From an optimization exercise on the open Yosys and OpenROAD flow, aimed at small area, a short achievable clock period and few clock cycles per item; shortcuts taken in it are not production practice.
No run shown here included a check of the RTL's function; only the layout flow was run.

## flow/design.v (module list and top-level ports; edited modules follow where they fit)
// module sigmoid_unit: 593 lines
// module pfx_row_h3_11_11: 45 lines
// module pfx_row_h3_12_12: 51 lines
// module pfx_row_h3_13_13: 53 lines
// module pfx_row_h3_14_14: 57 lines
// module pfx_row_h3_15_15: 61 lines
// module pfx_row_h3_16_16: 63 lines
// module pfx_row_h3_17_16: 67 lines
module sigmoid_unit (
    input  wire               clk,
    input  wire               rst,
    input  wire               in_valid,
    input  wire signed [15:0] net_in,
    output wire               out_valid,
    output wire signed [31:0] f_net,
    output wire signed [31:0] x,
    output wire signed [31:0] y,
    output wire signed [31:0] z
);
  // ...
==> flow/flow/run.sh <==
#!/bin/bash
set -euo pipefail
export BUFFER_PORTS_ARGS="-buffer_cell sky130_fd_sc_hd__buf_1"
# one tie cell drives all constant outputs
export SKIP_REPAIR_TIE_FANOUT=1
bash standard.sh > standard.log 2>&1
==> flow/standard.sh <==
#!/bin/bash
# synth_recipe.tcl (not shown) runs the flow's synth.tcl, then flattens the netlist and writes it again
# the make line also repeats each setting of config.mk as NAME=value (left out here)
make -C /OpenROAD-flow-scripts/flow DESIGN_CONFIG=/design/flow/config.mk WORK_HOME=/design/flow/orfs CLKGATE_MAP_FILE= SYNTH_SCRIPT=/design/flow/synth_recipe.tcl "${@:-finish}"
==> flow/config.mk <==
export PLATFORM = sky130hd
export DESIGN_NAME = sigmoid_unit
export DESIGN_NICKNAME = sigmoid_unit
export VERILOG_FILES = /design/flow/design.v
export SDC_FILE = /design/flow/constraint.sdc
export NUM_CORES = 4
export LEC_CHECK = 0
export ABC_AREA = 1
export CAP_MARGIN = 20
export CORE_MARGIN = 2
export CORE_UTILIZATION = 40
export CTS_BUF_LIST = sky130_fd_sc_hd__clkbuf_4 sky130_fd_sc_hd__clkbuf_8
export SLEW_MARGIN = 20
==> flow/constraint.sdc <==
create_clock -name core_clock -period 62.0 [get_ports {clk}]
set_input_delay 12.4000 -clock core_clock [delete_from_list [all_inputs] [get_ports {clk}]]
set_output_delay 12.4000 -clock core_clock [all_outputs]
set_load 0.01 [all_outputs]
==> impl_metrics.py, run 1 <==
metrics = {
    "sta": {
        "setup_viol": 0,
        "hold_ws_ns": 0.409,
        "worst_pin_slew_ns": 1.04,
        "grt_setup_unrepaired": "false",
        "drv_slew": 0,
    },
    "setup_path": {
        "critPathMaxStageDelay_ns": 1.02,
        "reg2reg_depth": 79,
        "r2r_setup_slack_ns": 46.77,
        "worstPathRequired_ns": 62.32,
        "cp.arrival_ns": 15.55,
        "path_buf_inv": 11,
    },
    "cells_and_area": {
        "drive_above_1_share_pct": 4.78,
        "final_common_cell": "nand2_1",
        "multi_input_gates": 987,
        "nets": 1626,
    },
    "clocking": {
        "cts_buffers": 9,
    },
    "synth": {
        "synth-simple-area-share_pct": 19.1,
        "synth_top_family_by_area": "adder cells",
        "synthXorXnorAreaFrac_pct": 9.29,
        "synth_compound_area_share_pct": 9.21,
        "synth_edf_count": 0,
        "synthAdderAreaFrac_pct": 29.2,
        "ys_seq_area_share_pct": 19.0,
        "syn_area_per_cell_um2": 7.78,
    },
    "placement": {
        "port_buffers": 101,
        "hpwl_um": 17700,
    },
    "outcome": {
        "status": "timing/DRC/antenna clean",
    },
    "grt": {
        "grt_use_met3_pct": 2.41,
    },
    "detailed_routing": {
        "drc_errors": 0,
    },
}
==> inputs of run 2 (changes only) <==
--- a/flow/design.v
+++ b/flow/design.v
@@ -11,17 +11,118 @@
 );
 reg [15:0] net_q;
 reg        v0;
 always @(posedge clk) begin
     net_q <= net_in;
     v0    <= in_valid & ~rst;
 end
 wire        s0 = net_q[15];
-wire [15:0] d0 = ((net_q ^ {16{s0}}) + {15'd0, s0} + 16'd1000);
+wire [15:0] dp0;
+wire [16:0] dp0_p, dp0_g;
+assign dp0_g[0] = s0; assign dp0_p[0] = 1'b0;
+assign dp0_p[1] = (net_q[0] ^ s0) ^ (1'b0); assign dp0_g[1] = (net_q[0] ^ s0) & (1'b0);
+assign dp0_p[2] = (net_q[1] ^ s0) ^ (1'b0); assign dp0_g[2] = (net_q[1] ^ s0) & (1'b0);
+assign dp0_p[3] = (net_q[2] ^ s0) ^ (1'b0); assign dp0_g[3] = (net_q[2] ^ s0) & (1'b0);
+assign dp0_p[4] = (net_q[3] ^ s0) ^ (1'b1); assign dp0_g[4] = (net_q[3] ^ s0) & (1'b1);
+assign dp0_p[5] = (net_q[4] ^ s0) ^ (1'b0); assign dp0_g[5] = (net_q[4] ^ s0) & (1'b0);
+assign dp0_p[6] = (net_q[5] ^ s0) ^ (1'b1); assign dp0_g[6] = (net_q[5] ^ s0) & (1'b1);
+assign dp0_p[7] = (net_q[6] ^ s0) ^ (1'b1); assign dp0_g[7] = (net_q[6] ^ s0) & (1'b1);
+assign dp0_p[8] = (net_q[7] ^ s0) ^ (1'b1); assign dp0_g[8] = (net_q[7] ^ s0) & (1'b1);
+assign dp0_p[9] = (net_q[8] ^ s0) ^ (1'b1); assign dp0_g[9] = (net_q[8] ^ s0) & (1'b1);
+assign dp0_p[10] = (net_q[9] ^ s0) ^ (1'b1); assign dp0_g[10] = (net_q[9] ^ s0) & (1'b1);
+assign dp0_p[11] = (net_q[10] ^ s0) ^ (1'b0); assign dp0_g[11] = (net_q[10] ^ s0) & (1'b0);
+assign dp0_p[12] = (net_q[11] ^ s0) ^ (1'b0); assign dp0_g[12] = (net_q[11] ^ s0) & (1'b0);
+assign dp0_p[13] = (net_q[12] ^ s0) ^ (1'b0); assign dp0_g[13] = (net_q[12] ^ s0) & (1'b0);
+assign dp0_p[14] = (net_q[13] ^ s0) ^ (1'b0); assign dp0_g[14] = (net_q[13] ^ s0) & (1'b0);
+assign dp0_p[15] = (net_q[14] ^ s0) ^ (1'b0); assign dp0_g[15] = (net_q[14] ^ s0) & (1'b0);
+assign dp0_p[16] = (net_q[15] ^ s0) ^ (1'b0); assign dp0_g[16] = (net_q[15] ^ s0) & (1'b0);
+wire dp0_g0_1 = dp0_g[1] | (dp0_p[1] & dp0_g[0]);
+wire dp0_p0_1 = dp0_p[1] & dp0_p[0];
+wire dp0_g0_3 = dp0_g[3] | (dp0_p[3] & dp0_g[2]);
+wire dp0_p0_3 = dp0_p[3] & dp0_p[2];
+wire dp0_g0_5 = dp0_g[5] | (dp0_p[5] & dp0_g[4]);
+wire dp0_p0_5 = dp0_p[5] & dp0_p[4];
+wire dp0_g0_7 = dp0_g[7] | (dp0_p[7] & dp0_g[6]);
+wire dp0_p0_7 = dp0_p[7] & dp0_p[6];
+wire dp0_g0_9 = dp0_g[9] | (dp0_p[9] & dp0_g[8]);
+wire dp0_p0_9 = dp0_p[9] & dp0_p[8];
+wire dp0_g0_11 = dp0_g[11] | (dp0_p[11] & dp0_g[10]);
+wire dp0_p0_11 = dp0_p[11] & dp0_p[10];
+wire dp0_g0_13 = dp0_g[13] | (dp0_p[13] & dp0_g[12]);
+wire dp0_p0_13 = dp0_p[13] & dp0_p[12];
+wire dp0_g0_15 = dp0_g[15] | (dp0_p[15] & dp0_g[14]);
+wire dp0_p0_15 = dp0_p[15] & dp0_p[14];
+wire dp0_g1_2 = dp0_g[2] | (dp0_p[2] & dp0_g0_1);
+wire dp0_p1_2 = dp0_p[2] & dp0_p0_1;
+wire dp0_g1_3 = dp0_g0_3 | (dp0_p0_3 & dp0_g0_1);
+wire dp0_p1_3 = dp0_p0_3 & dp0_p0_1;
+wire dp0_g1_6 = dp0_g[6] | (dp0_p[6] & dp0_g0_5);
+wire dp0_p1_6 = dp0_p[6] & dp0_p0_5;
+wire dp0_g1_7 = dp0_g0_7 | (dp0_p0_7 & dp0_g0_5);
+wire dp0_p1_7 = dp0_p0_7 & dp0_p0_5;
+wire dp0_g1_10 = dp0_g[10] | (dp0_p[10] & dp0_g0_9);
+wire dp0_p1_10 = dp0_p[10] & dp0_p0_9;
+wire dp0_g1_11 = dp0_g0_11 | (dp0_p0_11 & dp0_g0_9);
+wire dp0_p1_11 = dp0_p0_11 & dp0_p0_9;
+wire dp0_g1_14 = dp0_g[14] | (dp0_p[14] & dp0_g0_13);
+wire dp0_p1_14 = dp0_p[14] & dp0_p0_13;
+wire dp0_g1_15 = dp0_g0_15 | (dp0_p0_15 & dp0_g0_13);
+wire dp0_p1_15 = dp0_p0_15 & dp0_p0_13;
+wire dp0_g2_4 = dp0_g[4] | (dp0_p[4] & dp0_g1_3);
+wire dp0_p2_4 = dp0_p[4] & dp0_p1_3;
+wire dp0_g2_5 = dp0_g0_5 | (dp0_p0_5 & dp0_g1_3);
+wire dp0_p2_5 = dp0_p0_5 & dp0_p1_3;
+wire dp0_g2_6 = dp0_g1_6 | (dp0_p1_6 & dp0_g1_3);
+wire dp0_p2_6 = dp0_p1_6 & dp0_p1_3;
+wire dp0_g2_7 = dp0_g1_7 | (dp0_p1_7 & dp0_g1_3);
+wire dp0_p2_7 = dp0_p1_7 & dp0_p1_3;
+wire dp0_g2_12 = dp0_g[12] | (dp0_p[12] & dp0_g1_11);
+wire dp0_p2_12 = dp0_p[12] & dp0_p1_11;
+wire dp0_g2_13 = dp0_g0_13 | (dp0_p0_13 & dp0_g1_11);
+wire dp0_p2_13 = dp0_p0_13 & dp0_p1_11;
+wire dp0_g2_14 = dp0_g1_14 | (dp0_p1_14 & dp0_g1_11);
+wire dp0_p2_14 = dp0_p1_14 & dp0_p1_11;
+wire dp0_g2_15 = dp0_g1_15 | (dp0_p1_15 & dp0_g1_11);
+wire dp0_p2_15 = dp0_p1_15 & dp0_p1_11;
+wire dp0_g3_8 = dp0_g[8] | (dp0_p[8] & dp0_g2_7);
+wire dp0_p3_8 = dp0_p[8] & dp0_p2_7;
+wire dp0_g3_9 = dp0_g0_9 | (dp0_p0_9 & dp0_g2_7);
+wire dp0_p3_9 = dp0_p0_9 & dp0_p2_7;
+wire dp0_g3_10 = dp0_g1_10 | (dp0_p1_10 & dp0_g2_7);
+wire dp0_p3_10 = dp0_p1_10 & dp0_p2_7;
+wire dp0_g3_11 = dp0_g1_11 | (dp0_p1_11 & dp0_g2_7);
+wire dp0_p3_11 = dp0_p1_11 & dp0_p2_7;
+wire dp0_g3_12 = dp0_g2_12 | (dp0_p2_12 & dp0_g2_7);
+wire dp0_p3_12 = dp0_p2_12 & dp0_p2_7;
+wire dp0_g3_13 = dp0_g2_13 | (dp0_p2_13 & dp0_g2_7);
+wire dp0_p3_13 = dp0_p2_13 & dp0_p2_7;
+wire dp0_g3_14 = dp0_g2_14 | (dp0_p2_14 & dp0_g2_7);
+wire dp0_p3_14 = dp0_p2_14 & dp0_p2_7;
+wire dp0_g3_15 = dp0_g2_15 | (dp0_p2_15 & dp0_g2_7);
+wire dp0_p3_15 = dp0_p2_15 & dp0_p2_7;
+wire dp0_g4_16 = dp0_g[16] | (dp0_p[16] & dp0_g3_15);
+wire dp0_p4_16 = dp0_p[16] & dp0_p3_15;
+assign dp0[0] = dp0_p[1] ^ dp0_g[0];
+assign dp0[1] = dp0_p[2] ^ dp0_g0_1;
+assign dp0[2] = dp0_p[3] ^ dp0_g1_2;
+assign dp0[3] = dp0_p[4] ^ dp0_g1_3;
+assign dp0[4] = dp0_p[5] ^ dp0_g2_4;
+assign dp0[5] = dp0_p[6] ^ dp0_g2_5;
+assign dp0[6] = dp0_p[7] ^ dp0_g2_6;
+assign dp0[7] = dp0_p[8] ^ dp0_g2_7;
+assign dp0[8] = dp0_p[9] ^ dp0_g3_8;
+assign dp0[9] = dp0_p[10] ^ dp0_g3_9;
+assign dp0[10] = dp0_p[11] ^ dp0_g3_10;
+assign dp0[11] = dp0_p[12] ^ dp0_g3_11;
+assign dp0[12] = dp0_p[13] ^ dp0_g3_12;
+assign dp0[13] = dp0_p[14] ^ dp0_g3_13;
+assign dp0[14] = dp0_p[15] ^ dp0_g3_14;
+assign dp0[15] = dp0_p[16] ^ dp0_g3_15;
+wire [15:0] d0 = dp0;
 wire [10:0] tk9 = 11'd1953;
 wire [10:0] df9;
 wire        ge9;
 pfx_row_h3_11_11 row9 (.t(tk9), .d(d0[10:0]), .hz(~|d0[15:11]), .ge(ge9), .r(df9));
 wire [10:0] tr9 = df9;
 wire [11:0] tk8 = {tr9, 1'b0};
 wire [11:0] df8;
 wire        ge8;
@@ -60,37 +161,37 @@
     q8_1 <= ge8;
     q7_1 <= ge7;
     q6_1 <= ge6;
     q5_1 <= ge5;
 end
 wire [15:0] tk4 = {t1, 1'b1};
 wire [15:0] df4;
 wire        ge4;
-pfx_row_h3_16_16 row4 (.t(tk4), .d(d1[15:0]), .hz(1'b1), .ge(ge4), .r(df4));
+pfx_row_bk_16_16 row4 (.t(tk4), .d(d1[15:0]), .hz(1'b1), .ge(ge4), .r(df4));
 wire [15:0] tr4 = df4;
 wire [16:0] tk3 = {tr4, 1'b1};
 wire [15:0] df3;
 wire        ge3;
-pfx_row_h3_17_16 row3 (.t(tk3), .d(d1[15:0]), .hz(1'b1), .ge(ge3), .r(df3));
+pfx_row_bk_17_16 row3 (.t(tk3), .d(d1[15:0]), .hz(1'b1), .ge(ge3), .r(df3));
 wire [15:0] tr3 = df3;
 wire [16:0] tk2 = {tr3, 1'b1};
 wire [15:0] df2;
 wire        ge2;
-pfx_row_h3_17_16 row2 (.t(tk2), .d(d1[15:0]), .hz(1'b1), .ge(ge2), .r(df2));
+pfx_row_bk_17_16 row2 (.t(tk2), .d(d1[15:0]), .hz(1'b1), .ge(ge2), .r(df2));
 wire [15:0] tr2 = df2;
 wire [16:0] tk1 = {tr2, 1'b1};
 wire [15:0] df1;
 wire        ge1;
-pfx_row_h3_17_16 row1 (.t(tk1), .d(d1[15:0]), .hz(1'b1), .ge(ge1), .r(df1));
+pfx_row_bk_17_16 row1 (.t(tk1), .d(d1[15:0]), .hz(1'b1), .ge(ge1), .r(df1));
 wire [15:0] tr1 = df1;
 wire [16:0] tk0 = {tr1, 1'b1};
 wire [15:0] df0;
 wire        ge0;
-pfx_row_h3_17_16 row0 (.t(tk0), .d(d1[15:0]), .hz(1'b1), .ge(ge0), .r(df0));
+pfx_row_bk_17_16 row0 (.t(tk0), .d(d1[15:0]), .hz(1'b1), .ge(ge0), .r(df0));
 wire [8:0]  qh = {q9_1, q8_1, q7_1, q6_1, q5_1, ge4, ge3, ge2, ge1};
 wire        q0 = ge0;
 wire [8:0] v;
 wire [9:0] v_p, v_g;
 assign v_g[0] = 1'b0; assign v_p[0] = 1'b0;
 assign v_p[1] = (~qh[0]) ^ (1'b0); assign v_g[1] = (~qh[0]) & (1'b0);
 assign v_p[2] = (~qh[1]) ^ (1'b0); assign v_g[2] = (~qh[1]) & (1'b0);
 assign v_p[3] = (~qh[2]) ^ (1'b1); assign v_g[3] = (~qh[2]) & (1'b1);
@@ -853,138 +954,144 @@
 wire p5_12 = p[12] & p3_11;
 wire g5_13 = g0_13 | (p0_13 & g3_11);
 wire p5_13 = p0_13 & p3_11;
 wire [14:0] bi = {g5_13, g5_12, g3_11, g5_10, g5_9, g3_8, g5_7, g5_6, g2_5, g5_4, g5_3, g1_2, g0_1, g[0], 1'b0};
 assign ge = hz & ~g4_14;
 wire [14:0] df = t ^ dd ^ bi;
 assign r  = ge ? df[14:0] : t[14:0];
 endmodule
-module pfx_row_h3_16_16 (
+module pfx_row_bk_16_16 (
     input  wire [15:0] t,
     input  wire [15:0] d,
     input  wire        hz,
     output wire        ge,
     output wire [15:0] r
 );
 wire [15:0] dd = d;
 wire [15:0] p = ~(t ^ dd);    
 wire [15:0] g = ~t & dd;      
 wire g0_1 = g[1] | (p[1] & g[0]);
 wire p0_1 = p[1] & p[0];
-wire g0_4 = g[4] | (p[4] & g[3]);
-wire p0_4 = p[4] & p[3];
+wire g0_3 = g[3] | (p[3] & g[2]);
+wire p0_3 = p[3] & p[2];
+wire g0_5 = g[5] | (p[5] & g[4]);
+wire p0_5 = p[5] & p[4];
 wire g0_7 = g[7] | (p[7] & g[6]);
 wire p0_7 = p[7] & p[6];
-wire g0_10 = g[10] | (p[10] & g[9]);
-wire p0_10 = p[10] & p[9];
+wire g0_9 = g[9] | (p[9] & g[8]);
+wire p0_9 = p[9] & p[8];
+wire g0_11 = g[11] | (p[11] & g[10]);
+wire p0_11 = p[11] & p[10];
 wire g0_13 = g[13] | (p[13] & g[12]);
 wire p0_13 = p[13] & p[12];
-wire g1_2 = g[2] | (p[2] & g0_1);
-wire p1_2 = p[2] & p0_1;
-wire g1_5 = g[5] | (p[5] & g0_4);
-wire p1_5 = p[5] & p0_4;
-wire g1_8 = g[8] | (p[8] & g0_7);
-wire p1_8 = p[8] & p0_7;
-wire g1_11 = g[11] | (p[11] & g0_10);
-wire p1_11 = p[11] & p0_10;
-wire g1_14 = g[14] | (p[14] & g0_13);
-wire p1_14 = p[14] & p0_13;
-wire g2_5 = g1_5 | (p1_5 & g1_2);
-wire p2_5 = p1_5 & p1_2;
-wire g2_11 = g1_11 | (p1_11 & g1_8);
-wire p2_11 = p1_11 & p1_8;
-wire g3_8 = g1_8 | (p1_8 & g2_5);
-wire p3_8 = p1_8 & p2_5;
-wire g3_11 = g2_11 | (p2_11 & g2_5);
-wire p3_11 = p2_11 & p2_5;
-wire g4_14 = g1_14 | (p1_14 & g3_11);
-wire p4_14 = p1_14 & p3_11;
-wire g5_3 = g[3] | (p[3] & g1_2);
-wire p5_3 = p[3] & p1_2;
-wire g5_4 = g0_4 | (p0_4 & g1_2);
-wire p5_4 = p0_4 & p1_2;
-wire g5_6 = g[6] | (p[6] & g2_5);
-wire p5_6 = p[6] & p2_5;
-wire g5_7 = g0_7 | (p0_7 & g2_5);
-wire p5_7 = p0_7 & p2_5;
-wire g5_9 = g[9] | (p[9] & g3_8);
-wire p5_9 = p[9] & p3_8;
-wire g5_10 = g0_10 | (p0_10 & g3_8);
-wire p5_10 = p0_10 & p3_8;
-wire g5_12 = g[12] | (p[12] & g3_11);
-wire p5_12 = p[12] & p3_11;
-wire g5_13 = g0_13 | (p0_13 & g3_11);
-wire p5_13 = p0_13 & p3_11;
-wire g5_15 = g[15] | (p[15] & g4_14);
-wire p5_15 = p[15] & p4_14;
-wire [15:0] bi = {g4_14, g5_13, g5_12, g3_11, g5_10, g5_9, g3_8, g5_7, g5_6, g2_5, g5_4, g5_3, g1_2, g0_1, g[0], 1'b0};
-assign ge = hz & ~g5_15;
+wire g0_15 = g[15] | (p[15] & g[14]);
+wire p0_15 = p[15] & p[14];
+wire g1_3 = g0_3 | (p0_3 & g0_1);
+wire p1_3 = p0_3 & p0_1;
+wire g1_7 = g0_7 | (p0_7 & g0_5);
+wire p1_7 = p0_7 & p0_5;
+wire g1_11 = g0_11 | (p0_11 & g0_9);
+wire p1_11 = p0_11 & p0_9;
+wire g1_15 = g0_15 | (p0_15 & g0_13);
+wire p1_15 = p0_15 & p0_13;
+wire g2_7 = g1_7 | (p1_7 & g1_3);
+wire p2_7 = p1_7 & p1_3;
+wire g2_15 = g1_15 | (p1_15 & g1_11);
+wire p2_15 = p1_15 & p1_11;
+wire g3_15 = g2_15 | (p2_15 & g2_7);
+wire p3_15 = p2_15 & p2_7;
+wire g4_11 = g1_11 | (p1_11 & g2_7);
+wire p4_11 = p1_11 & p2_7;
+wire g5_5 = g0_5 | (p0_5 & g1_3);
+wire p5_5 = p0_5 & p1_3;
+wire g5_9 = g0_9 | (p0_9 & g2_7);
+wire p5_9 = p0_9 & p2_7;
+wire g5_13 = g0_13 | (p0_13 & g4_11);
+wire p5_13 = p0_13 & p4_11;
+wire g6_2 = g[2] | (p[2] & g0_1);
+wire p6_2 = p[2] & p0_1;
+wire g6_4 = g[4] | (p[4] & g1_3);
+wire p6_4 = p[4] & p1_3;
+wire g6_6 = g[6] | (p[6] & g5_5);
+wire p6_6 = p[6] & p5_5;
+wire g6_8 = g[8] | (p[8] & g2_7);
+wire p6_8 = p[8] & p2_7;
+wire g6_10 = g[10] | (p[10] & g5_9);
+wire p6_10 = p[10] & p5_9;
+wire g6_12 = g[12] | (p[12] & g4_11);
+wire p6_12 = p[12] & p4_11;
+wire g6_14 = g[14] | (p[14] & g5_13);
+wire p6_14 = p[14] & p5_13;
+wire [15:0] bi = {g6_14, g5_13, g6_12, g4_11, g6_10, g5_9, g6_8, g2_7, g6_6, g5_5, g6_4, g1_3, g6_2, g0_1, g[0], 1'b0};
+assign ge = hz & ~g3_15;
 wire [15:0] df = t ^ dd ^ bi;
 assign r  = ge ? df[15:0] : t[15:0];
 endmodule
-module pfx_row_h3_17_16 (
+module pfx_row_bk_17_16 (
     input  wire [16:0] t,
     input  wire [15:0] d,
     input  wire        hz,
     output wire        ge,
     output wire [15:0] r
 );
 wire [16:0] dd = {1'd0, d};
 wire [16:0] p = ~(t ^ dd);    
 wire [16:0] g = ~t & dd;      
 wire g0_1 = g[1] | (p[1] & g[0]);
 wire p0_1 = p[1] & p[0];
-wire g0_4 = g[4] | (p[4] & g[3]);
-wire p0_4 = p[4] & p[3];
+wire g0_3 = g[3] | (p[3] & g[2]);
+wire p0_3 = p[3] & p[2];
+wire g0_5 = g[5] | (p[5] & g[4]);
+wire p0_5 = p[5] & p[4];
 wire g0_7 = g[7] | (p[7] & g[6]);
 wire p0_7 = p[7] & p[6];
-wire g0_10 = g[10] | (p[10] & g[9]);
-wire p0_10 = p[10] & p[9];
+wire g0_9 = g[9] | (p[9] & g[8]);
+wire p0_9 = p[9] & p[8];
+wire g0_11 = g[11] | (p[11] & g[10]);
+wire p0_11 = p[11] & p[10];
 wire g0_13 = g[13] | (p[13] & g[12]);
 wire p0_13 = p[13] & p[12];
-wire g0_16 = g[16] | (p[16] & g[15]);
-wire p0_16 = p[16] & p[15];
-wire g1_2 = g[2] | (p[2] & g0_1);
-wire p1_2 = p[2] & p0_1;
-wire g1_5 = g[5] | (p[5] & g0_4);
-wire p1_5 = p[5] & p0_4;
-wire g1_8 = g[8] | (p[8] & g0_7);
-wire p1_8 = p[8] & p0_7;
-wire g1_11 = g[11] | (p[11] & g0_10);
-wire p1_11 = p[11] & p0_10;
-wire g1_14 = g[14] | (p[14] & g0_13);
-wire p1_14 = p[14] & p0_13;
-wire g2_5 = g1_5 | (p1_5 & g1_2);
-wire p2_5 = p1_5 & p1_2;
-wire g2_11 = g1_11 | (p1_11 & g1_8);
-wire p2_11 = p1_11 & p1_8;
-wire g3_8 = g1_8 | (p1_8 & g2_5);
-wire p3_8 = p1_8 & p2_5;
-wire g3_11 = g2_11 | (p2_11 & g2_5);
-wire p3_11 = p2_11 & p2_5;
-wire g4_14 = g1_14 | (p1_14 & g3_11);
-wire p4_14 = p1_14 & p3_11;
-wire g5_3 = g[3] | (p[3] & g1_2);
-wire p5_3 = p[3] & p1_2;
-wire g5_4 = g0_4 | (p0_4 & g1_2);
-wire p5_4 = p0_4 & p1_2;
-wire g5_6 = g[6] | (p[6] & g2_5);
-wire p5_6 = p[6] & p2_5;
-wire g5_7 = g0_7 | (p0_7 & g2_5);
-wire p5_7 = p0_7 & p2_5;
-wire g5_9 = g[9] | (p[9] & g3_8);
-wire p5_9 = p[9] & p3_8;
-wire g5_10 = g0_10 | (p0_10 & g3_8);
-wire p5_10 = p0_10 & p3_8;
-wire g5_12 = g[12] | (p[12] & g3_11);
-wire p5_12 = p[12] & p3_11;
-wire g5_13 = g0_13 | (p0_13 & g3_11);
-wire p5_13 = p0_13 & p3_11;
-wire g5_15 = g[15] | (p[15] & g4_14);
-wire p5_15 = p[15] & p4_14;
-wire g5_16 = g0_16 | (p0_16 & g4_14);
-wire p5_16 = p0_16 & p4_14;
-wire [16:0] bi = {g5_15, g4_14, g5_13, g5_12, g3_11, g5_10, g5_9, g3_8, g5_7, g5_6, g2_5, g5_4, g5_3, g1_2, g0_1, g[0], 1'b0};
-assign ge = hz & ~g5_16;
+wire g0_15 = g[15] | (p[15] & g[14]);
+wire p0_15 = p[15] & p[14];
+wire g1_3 = g0_3 | (p0_3 & g0_1);
+wire p1_3 = p0_3 & p0_1;
+wire g1_7 = g0_7 | (p0_7 & g0_5);
+wire p1_7 = p0_7 & p0_5;
+wire g1_11 = g0_11 | (p0_11 & g0_9);
+wire p1_11 = p0_11 & p0_9;
+wire g1_15 = g0_15 | (p0_15 & g0_13);
+wire p1_15 = p0_15 & p0_13;
+wire g2_7 = g1_7 | (p1_7 & g1_3);
+wire p2_7 = p1_7 & p1_3;
+wire g2_15 = g1_15 | (p1_15 & g1_11);
+wire p2_15 = p1_15 & p1_11;
+wire g3_15 = g2_15 | (p2_15 & g2_7);
+wire p3_15 = p2_15 & p2_7;
+wire g4_11 = g1_11 | (p1_11 & g2_7);
+wire p4_11 = p1_11 & p2_7;
+wire g5_5 = g0_5 | (p0_5 & g1_3);
+wire p5_5 = p0_5 & p1_3;
+wire g5_9 = g0_9 | (p0_9 & g2_7);
+wire p5_9 = p0_9 & p2_7;
+wire g5_13 = g0_13 | (p0_13 & g4_11);
+wire p5_13 = p0_13 & p4_11;
+wire g6_2 = g[2] | (p[2] & g0_1);
+wire p6_2 = p[2] & p0_1;
+wire g6_4 = g[4] | (p[4] & g1_3);
+wire p6_4 = p[4] & p1_3;
+wire g6_6 = g[6] | (p[6] & g5_5);
+wire p6_6 = p[6] & p5_5;
+wire g6_8 = g[8] | (p[8] & g2_7);
+wire p6_8 = p[8] & p2_7;
+wire g6_10 = g[10] | (p[10] & g5_9);
+wire p6_10 = p[10] & p5_9;
+wire g6_12 = g[12] | (p[12] & g4_11);
+wire p6_12 = p[12] & p4_11;
+wire g6_14 = g[14] | (p[14] & g5_13);
+wire p6_14 = p[14] & p5_13;
+wire g6_16 = g[16] | (p[16] & g3_15);
+wire p6_16 = p[16] & p3_15;
+wire [16:0] bi = {g3_15, g6_14, g5_13, g6_12, g4_11, g6_10, g5_9, g6_8, g2_7, g6_6, g5_5, g6_4, g1_3, g6_2, g0_1, g[0], 1'b0};
+assign ge = hz & ~g6_16;
 wire [16:0] df = t ^ dd ^ bi;
 assign r  = ge ? df[15:0] : t[15:0];
 endmodule
==> run 2 against run 1 <==
Still clean. Critical path depth is 78 lower. Utilization grew 0.35 points. Synthesized cell count up 6.8%. Global-route usage up 0.15 points. Area after synthesis increased by 4.8%. Highest routed layer unchanged.
==> impl_metrics.py, run 2 <==
metrics = {
    "outcome": {
        "status": "timing/DRC/antenna clean",
    },
    "setup_path": {
        "critPathCaptureType": "output port",
        "r2r-end": "t1[13]$_DFF_P_",
        "worstPathRequired_ns": 49.60,
        "cp.depth": 1,
        "worst-path-max-fanout": 6,
        "crit_family": "flip-flops",
        "path_buf_inv": 1,
        "cp.arrival_ns": 0.97,
        "crit_path_start_kind": "register",
        "critPathSlowestCell": "dfxtp_1",
        "cp_cell_sequence": "buf_1",
        "critPathMaxStageDelay_ns": 0.41,
        "r2r_setup_slack_ns": 49.74,
        "worst-setup-path-type": "register to output port",
        "timing.rr.start": "net_q[15]$_DFF_P_",
        "reg2reg_depth": 67,
    },
    "synth": {
        "synthesis.nets": 1728,
        "synth_top_cell_area_share_pct": 18.1,
        "synth-simple-area-share_pct": 21.9,
        "ys_seq_area_share_pct": 18.1,
        "synth_top_flop_cell": "dfxtp_1",
        "synthMuxAreaShare_pct": 0.0881,
        "synth_area_um2": 11400,
        "synthXorXnorAreaFrac_pct": 6.93,
        "synthAdderAreaFrac_pct": 29.6,
        "synth_top_cell_by_area": "dfxtp_1",
        "yosys_warnings": 1,
        "synth.distinct_cells": 55,
        "synth_top_family_by_area": "adder cells",
        "synth.top_cells.by_area": "dfxtp_1 (18%), ha_1 (16%), fa_1 (14%), nand2_1 (12%), inv_1 (6.4%)",
        "synth_compound_area_share_pct": 9.66,
        "synthCells": 1488,
        "synth.top_cells.by_count": "nand2_1 (363), inv_1 (193), ha_1 (141)",
        "syn_area_per_cell_um2": 7.64,
        "async_reset_ff_share_pct": 0,
        "synth-seq-cells": 103,
        "synth_most_common_cell": "nand2_1",
        "synth_edf_count": 0,
    },
    "clocking": {
        "cts_buffers": 9,
        "cts_setup_buffers": 0,
        "htreeDepth": 3,
        "cts_hold_buf": 0,
        "cts_tree": "built",
        "clk_pin_slew_ns": 0.12,
        "numClockSinks": 103,
        "clk_path_buf_depth": 2,
        "clock_latency_ns": 0.40,
        "post_cts_resized": 0,
        "root_buffer": "clkbuf_8",
    },
    "detailed_routing": {
        "avgRoutedWirePerCell_um": 11.9,
        "drt_pass1_iterations": 4,
        "vias": 8872,
        "via_per_inst": 4.73,
        "drc_errors": 0,
        "drt-total-wl_um": 22300,
        "ant_nets": 0,
        "dr.first_iter.drc_count": 315,
    },
    "floorplan": {
        "coreArea_um2": 27900,
        "rows": 61,
        "die_y_um": 173,
        "start_util_pct": 40.8,
        "io-pin-count": 148,
        "die_area_um2": 29800,
        "die_w_um": 173,
    },
    "sta": {
        "fin_ws_ns": 48.63,
        "setup_tns_ns": 0,
        "fmax_ghz": 0.0748,
        "drv_slew": 0,
        "setup_viol": 0,
        "final.min_clock_period_ns": 13.38,
        "clock_skew_ns": 0.0187,
        "grt_setup_unrepaired": "false",
        "hold_viol": 0,
        "finalCritPeriodShare_pct": 21.6,
        "relSlewSlack_pct": 41.2,
        "worst_pin_slew_ns": 0.881,
    },
    "placement": {
        "gp_congestion": 0.846,
        "place_ws_ns": 49.04,
        "port_buffers": 101,
        "hpwl_um": 18800,
    },
    "job": {
        "drv_cap": 0,
    },
    "grt": {
        "grt_start_max_net_pins": 51,
        "antenna_found_initial": 0,
        "use_met1_pct": 19.1,
        "gr-usage-all-layers_pct": 15.8,
        "met2_usage_pct": 30.2,
        "grt_use_met3_pct": 2.09,
        "grt-busiest-layer": "met2",
        "grt_pass1_vias": 8822,
        "grt_pass1_wl_um": 39800,
        "overflow": 0,
    },
    "worst_hold_path": {
        "holdPathStages": 2,
        "holdCritPathClass": "register to register",
        "hp-start": "v0$_DFF_P_",
        "worst_hold_path.endpoint": "v1$_DFF_P_",
    },
    "cells_and_area": {
        "fillers": 2914,
        "largest_register_ffs": 22,
        "diodes": 0,
        "area_growth_pct": 2.59,
        "largest_register": "xr",
        "most-common-layout-cells": "nand2_1 (363), inv_1 (193), ha_1 (141)",
        "largestRegisters": "xr (22), d1 (16), net_q (16)",
        "nets": 1732,
        "final_common_cell": "nand2_1",
        "drive_above_1_share_pct": 4.95,
    },
}
## run 2: cell types whose count changed after synthesis, sizes merged, moves of 8 or more
cell,change
nand2,+67
nand3,+35
nor2,-26
inv,+11
xor2,-11
a21o,+10
a21oi,+10
xnor2,-9
o21ai,-8
## run 2: worst max-delay path by stage
stage                     endpoint               from  slack (ns)
global route        t1[13]$_DFF_P_  net_q[15]$_DFF_P_       48.47
floorplan                    y[16]      ys[2]$_DFF_P_       49.03
detailed placement           y[21]      ys[1]$_DFF_P_       49.04
global placement             y[21]      ys[1]$_DFF_P_       49.05
finish                       y[16]      ys[2]$_DFF_P_       48.63
CTS                          y[21]      ys[1]$_DFF_P_       48.60
## run 2: cell families after synthesis
| group | count (synthesis) |
|---|---|
| AND/OR/NAND/NOR | 567 |
| buffers and inverters | 315 |
| adder cells (fa/ha/maj) | 221 |
| AO/OA/AOI/OAI | 191 |
| flip-flops | 103 |
| XOR/XNOR | 89 |
| other | 1 |
| multiplexers | 1 |
## run 2: area by class of cell
type / count / area [um^2] / area share [%]
well taps: 378 / 473 / 4.06
flip-flops and latches: 103 / 2060 / 17.7
clock buffers: 11 / 145 / 1.24
multi-input cells: 1070 / 7750 / 66.5
clock inverters: 4 / 53.8 / 0.461
repair buffers: 104 / 402 / 3.44
inverters: 204 / 773 / 6.63
## run 2: per-layer routing
metal  routed length [um]  vias up
met5                    0        -
li1                     -     4682
met3                  624       11
met2                11200      121
met4                  117        0
met1                10300     4058
## run 2: through the flow
stage / util, % / instance area [um^2] / std cells / hold WS (ns)
floorplan: - / 11400 / 1488 / 0.367
detailed placement: 41.1 / 11500 / 1859 / 0.400
global route: 41.9 / 11700 / 1874 / 0.438
global placement: 41.1 / 11500 / 1859 / 0.393
CTS: 41.9 / 11700 / 1874 / 0.417
finish: 41.9 / 11700 / 1874 / 0.414

re-timing with driven ports:
Ports are ideal in the flow. The routed layouts listed here were re-timed in OpenROAD.
Step 1: set_driving_cell puts a clkbuf_16 on clk and a buf_2 on each other input, an assumption about the parent block.
Step 2 moves the port delays by t, midway between the first and last clock arrival at a register: inputs arrive t later, outputs are due t later. That takes back most of the time a late clock gives input paths.
Three values: ideal ports, drivers, drivers and shift; two values: the first two.
run | t, ns | setup slack, ns | hold slack, ns | worst setup path after step 2 | worst register clock-pin slew, ns
run 1 | 0.426 | 46.767 / 46.767 / 46.767 | 0.409 / 0.409 / 0.409 | register to register | 0.11 / 0.11
run 2 | 0.425 | 48.625 / 48.590 / 49.015 | 0.414 / 0.414 / 0.414 | register to output | 0.12 / 0.12
After both steps setup and hold are still met in every run listed.
